What follows belongs to an exercise in optimizing a design on an open flow for small area; a production flow would make more cautious choices. In this exercise RTL edits were held to simulation tests only and were not proved equivalent to the original.

## P
## dk_walk
module dk_walk #(
    parameter CLOCK_RATE = 1000000,
    parameter SAMPLE_RATE = 96000
)(
    input clk,
    input I_RSTn,
    input audio_clk_en,
    input walk_en,
    output reg signed[15:0] out
);
export LEC_CHECK = 0
export ABC_AREA = 1
export CAP_MARGIN = 20
export CORE_MARGIN = 2
export CORE_UTILIZATION = 70
export SLEW_MARGIN = 20
create_clock -name core_clock -period 30.0 [get_ports {clk}]
standard.sh (not shown) runs the stock make flow with config.mk's settings and CLKGATE_MAP_FILE= SYNTH_SCRIPT=/design/flow/synth_recipe.tcl, a recipe that flattens the netlist after the stock synthesis.
==> flow/flow/run.sh <==
#!/bin/bash
# Layout flow: the standard synthesis; then two netlist passes that keep
# every register and the logic function: a full-adder polarity pass
# (flow/polopt.py) and an area re-mapping of the other combinational cells
# (flow/reabc.py); a yosys equivalence proof against the standard netlist
# (flow/equiv.sh) decides whether the new netlist is used. Then the standard
# ORFS steps, with clock tree synthesis told not to add dummy loads.
# Each step writes its own log here.
set -uo pipefail
R=orfs/results/${FLOW_PLATFORM}/dk_walk/base
L=orfs/logs/${FLOW_PLATFORM}/dk_walk/base
LIBF=${FLOW_HOME}/platforms/${FLOW_PLATFORM}/lib/sky130_fd_sc_hd__tt_025C_1v80.lib
Y=${FLOW_HOME}/../tools/install/yosys/bin/yosys
[ -x "$Y" ] || Y=yosys

bash standard.sh synth > synth.log 2>&1 || exit 1
cp "$R/1_2_yosys.v" yosys_standard.v

use=yosys_standard.v
if python3 flow/polopt.py yosys_standard.v yosys_polopt.v > polopt.log 2>&1; then
    use=yosys_polopt.v
    if python3 flow/reabc.py yosys_polopt.v yosys_reabc.v "$L/1_2_yosys.log" "$Y" "$LIBF" > reabc.log 2>&1; then
        use=yosys_reabc.v
    fi
fi
if [ "$use" != yosys_standard.v ]; then
    if bash flow/equiv.sh yosys_standard.v "$use" "$Y" "$LIBF" > equiv.log 2>&1; then
        cp "$use" "$R/1_2_yosys.v"
        echo "using $use" >> equiv.log
    else
        echo "equivalence not proven, keeping the standard netlist" >> equiv.log
    fi
fi

bash standard.sh finish \
    "CTS_ARGS=-sink_clustering_enable -repair_clock_nets -sink_clustering_size 16 -sink_clustering_max_diameter 60 -buf_list sky130_fd_sc_hd__clkbuf_8 -dont_use_dummy_load" \
    > finish.log 2>&1
Other scripts of this flow, unchanged in this note and not shown: flow/flow/equiv.sh, flow/flow/polopt.py, flow/flow/reabc.py
Input-level comparison between Q and P:
--- a/flow/design.v
+++ b/flow/design.v
@@ -67,39 +67,37 @@
         end else begin
             P1 <= (en & w_sat) ? (w_up ? 26'd44421120 : 26'd0) : P1_step;
             if (en) w1 <= !w_sat & !w1;
         end
     end
     wire [13:0] tmp1 = P1[25:12];              
-    reg [16:0] sq_st;
-    reg sq_lo;
+    reg [16:0] sq_cnt;
     reg sq_unf;
     reg [28:0] P3;
     reg s1;
-    wire sq_wrap = sq_st == 17'd94666;         
-    wire sq_half = sq_st == 17'd126077;        
+    wire [16:0] sq_cnt_inc;
+    dkw_inc #(17) u_sqc(.a(sq_cnt), .ci(1'b1), .s(sq_cnt_inc));
+    wire sq_wrap = sq_cnt == 17'd112323;
     wire sq_sat = sq_unf ? (P3[28:17] >= 12'd2217)
                          : (P3[28:17] < 12'd1655);
     wire [28:0] P3_add = !en ? 29'd0
                        : sq_unf ? (s1 ? 29'd155445 : 29'd151830)
                                 : (s1 ? -29'd151830 : -29'd155445);
     wire [28:0] P3_step;
     dkw_add #(29) u_p3(.a(P3_add), .b(P3), .ci(1'b0), .s(P3_step), .co());
     always @(posedge clk, negedge I_RSTn) begin
         if (!I_RSTn) begin
-            sq_st <= 17'd1;
-            sq_lo <= 1'b1;
+            sq_cnt <= 17'd0;
             sq_unf <= 1'b0;
             P3 <= 29'd216760320;
             s1 <= 1'b0;
         end else begin
-            sq_st <= sq_wrap ? 17'd1 : {sq_st[15:0], sq_st[16] ^ sq_st[13]};
-            sq_lo <= sq_wrap | (sq_lo & !sq_half);
+            sq_cnt <= sq_wrap ? 17'd0 : sq_cnt_inc;
             P3 <= (en & sq_sat) ? (sq_unf ? 29'd290795520 : 29'd216760320) : P3_step;
             if (en) begin
-                sq_unf <= sq_lo;
+                sq_unf <= sq_cnt < 17'd56161;
                 s1 <= !sq_sat & !s1;
             end
         end
     end
     wire [16:0] tmp3k = P3[28:12];             
     reg [26:0] t;
## What came out
- On worst-margin pin slew, the lower figure sits with P, not Q.
- On top fanout value on the critical path, the higher figure sits with Q, not P.
- Higher total global-route track usage goes to Q over P.
- Final wirelength: Q vs P up 1300 um
- Sequential standard cell area ended up 28 sq um lower on Q than on P.
- Summary: with P as the reference, die area in Q moved up slightly.
- Cmp Q vs P: number of buffers added by the clock tree synthesis step lower in Q
- Q: routed metal-1 wire length higher than P

[separate check: timing with driven ports]
No port has a modelled driver above. Below, the same layouts with a new extraction and two added sets of constraints. Step 1: set_driving_cell puts a clkbuf_16 on clk and a buf_2 on each other input, an assumption about the parent block. Step 2 adds t to the input delays and takes it off the output delays; t is the mean of the earliest and latest rising clock arrival at the registers after step 1. Input paths then give back, and output paths get back, about the clock's delay inside the block. Three values: ideal ports, drivers, drivers and shift; two values: the first two.
run | shift t [ns] | setup slack, ns | worst register clock-pin slew, ns
P | 0.598 | 5.380 / 5.380 / 5.380 | 0.10 / 0.10
Q | 0.659 | 4.197 / 4.197 / 4.197 | 0.10 / 0.10
After both steps every run listed still meets setup and hold.
